Context: an optimization exercise on an open-source flow, tuned for small area, a short achievable clock period and few clock cycles per item. The choices shown serve that exercise and are no tape-out recipe.

the reference run:
==> flow/design.v (excerpt) <==
module cpu (
    input clk,
    input rst,
    input [15:0] sw,
    output [7:0] led
);
Size: roughly 270 cells after synthesis, ~21 flip-flops, ~26 I/O pins, ~1700 um2 of cells after synthesis.
==> flow/config.mk <==
export PLATFORM = sky130hd
export DESIGN_NAME = cpu
export DESIGN_NICKNAME = cpu
export VERILOG_FILES = /design/flow/design.v
export SDC_FILE = /design/flow/constraint.sdc
export NUM_CORES = 4
export LEC_CHECK = 0
export CAP_MARGIN = 20
export CORE_MARGIN = 2
export CORE_UTILIZATION = 40
export SLEW_MARGIN = 20
==> flow/constraint.sdc <==
create_clock -name core_clock -period 8.0 [get_ports {clk}]
set_input_delay 1.6000 -clock core_clock [delete_from_list [all_inputs] [get_ports {clk}]]
set_output_delay 1.6000 -clock core_clock [all_outputs]
set_load 0.01 [all_outputs]
standard.sh (not shown) runs the stock make flow with config.mk's settings and CLKGATE_MAP_FILE= SYNTH_SCRIPT=/design/flow/synth_recipe.tcl, a recipe that flattens the netlist after the stock synthesis.
==> flow/flow/run.sh <==
#!/bin/bash
# The standard layout (standard.sh), with one change to synthesis: ABC maps
# the logic with this flow's abc.script (area mapping) instead of the ORFS
# script, and Yosys's adder extraction is skipped so ABC sees all the logic.
# Registers, flattening and renaming are those of the standard synthesis.
set -euo pipefail
here=$(pwd)
{ head -n 1 synth_recipe.tcl; cat flow/abc_override.tcl; tail -n +2 synth_recipe.tcl; } > my_synth.tcl
extra="ADDER_MAP_FILE= MY_ABC_SCRIPT=$here/flow/abc.script MY_ABC_FAST=$here/flow/abc_fast.script"
if [[ -f flow/make_args ]]; then extra="$extra $(cat flow/make_args)"; fi
sed -e "s#SYNTH_SCRIPT=[^ ]*#SYNTH_SCRIPT=$here/my_synth.tcl $extra#" standard.sh > my_standard.sh
bash my_standard.sh > flow.log 2>&1
==> flow/flow/abc.script <==
strash
dch
map
topo
==> flow/flow/abc_fast.script <==
strash
dch
map -D 100
topo
==> flow/flow/abc_override.tcl <==
# Run ABC with this flow's own scripts in place of the ORFS one (the rest of
# the standard synthesis is unchanged).  The logic fed by the input ports
# (up to the first flip-flops) is mapped first, for delay, with abc_fast.script,
# since the inputs arrive late in the cycle; the rest with abc.script.
proc abc {args} {
  set i [lsearch -exact $args -script]
  if {$i >= 0} { set args [lreplace $args $i [expr {$i + 1}]] }
  set i [lsearch -exact $args -D]
  if {$i >= 0} { set args [lreplace $args $i [expr {$i + 1}]] }
  yosys select -set my_incone i:* %co*:-sky130_fd_sc_hd__dfxtp_1
  yosys abc {*}$args -script $::env(MY_ABC_FAST) @my_incone
  yosys abc {*}$args -script $::env(MY_ABC_SCRIPT)
}
==> flow/flow/make_args <==
SETUP_SLACK_MARGIN=5.65
The reference run was carried through to the last stage, and its layout satisfied the timing, design-rule and antenna checks.
> inputs changed (the reference run -> the trial run)
-- flow/flow/run.sh --
<<< the reference run, line 8
{ head -n 1 synth_recipe.tcl; cat flow/abc_override.tcl; tail -n +2 synth_recipe.tcl; } > my_synth.tcl
extra="ADDER_MAP_FILE= MY_ABC_SCRIPT=$here/flow/abc.script MY_ABC_FAST=$here/flow/abc_fast.script"
if [[ -f flow/make_args ]]; then extra="$extra $(cat flow/make_args)"; fi
>>> the trial run, line 8
{ head -n 1 synth_recipe.tcl; cat flow/abc_override.tcl; tail -n +2 synth_recipe.tcl; } > my_synth.tcl
extra="ADDER_MAP_FILE= MY_ABC_SCRIPT=$here/flow/abc.script"
if [[ -f flow/make_args ]]; then extra="$extra $(cat flow/make_args)"; fi
==> flow/flow/abc.script <==
strash
dch
amap
topo
==> flow/flow/abc_override.tcl <==
# Run ABC with this flow's own script in place of the ORFS one (the rest of
# the standard synthesis is unchanged).
proc abc {args} {
  set i [lsearch -exact $args -script]
  if {$i >= 0} { set args [lreplace $args $i [expr {$i + 1}] -script $::env(MY_ABC_SCRIPT)] }
  yosys abc {*}$args
}
==> flow/flow/make_args <==
SETUP_SLACK_MARGIN=5.6
removed: flow/flow/abc_fast.script
--- outcome ---
Taking the reference run as the reference point, the count of clock-buffer cells in the layout of the trial run rises by 1. Area of the core region in the trial run is 370 um2 below the reference run. Of the two candidates, the reference run has the better time the worst path needs with I/O delays and setup and the trial run the worse one. Delta (the trial run minus the reference run): number of antenna-violating nets in the routed design saw little to no change, combined flip-flop and latch cell area saw an increase. The trial run has headroom to the max-slew limit above what the reference run had. On transition time at the pin with the least slew margin, the lower figure sits with the trial run, not the reference run.
No run of this note included a check of the RTL's function; only the layout flow was run.

port drivers added, routing unchanged:
In the flow no input, the clock included, has a driving cell. The finished layouts below were timed again as built, in two steps. Step 1 sets driving cells, clkbuf_16 on the clock port and buf_2 on the other inputs (assumed; they add their load-dependent delay and slew). Step 2 adds t to the input delays and takes it off the output delays; t is the mean of the earliest and latest rising clock arrival at the registers after step 1. Input paths then give back, and output paths get back, about the clock's delay inside the block. Slacks: no drivers / after step 1 / after step 2; pairs: no drivers / after step 1.
run	shift t [ns]	slack for setup (ns)	latest minus earliest clock arrival (ns)	worst slew at a driven data input, ns	pins driven straight from the clock port
the reference run	0.280	5.658 / 5.634 / 5.354	0.007 / 0.008	0.06	1
the trial run	0.276	4.827 / 4.827 / 4.827	0.002 / 0.002	0.07	1
After both steps every run listed still meets setup and hold. For the reference run, which loses most, drivers alone change the setup slack by -0.024 ns; drivers and shift together by -0.304 ns.
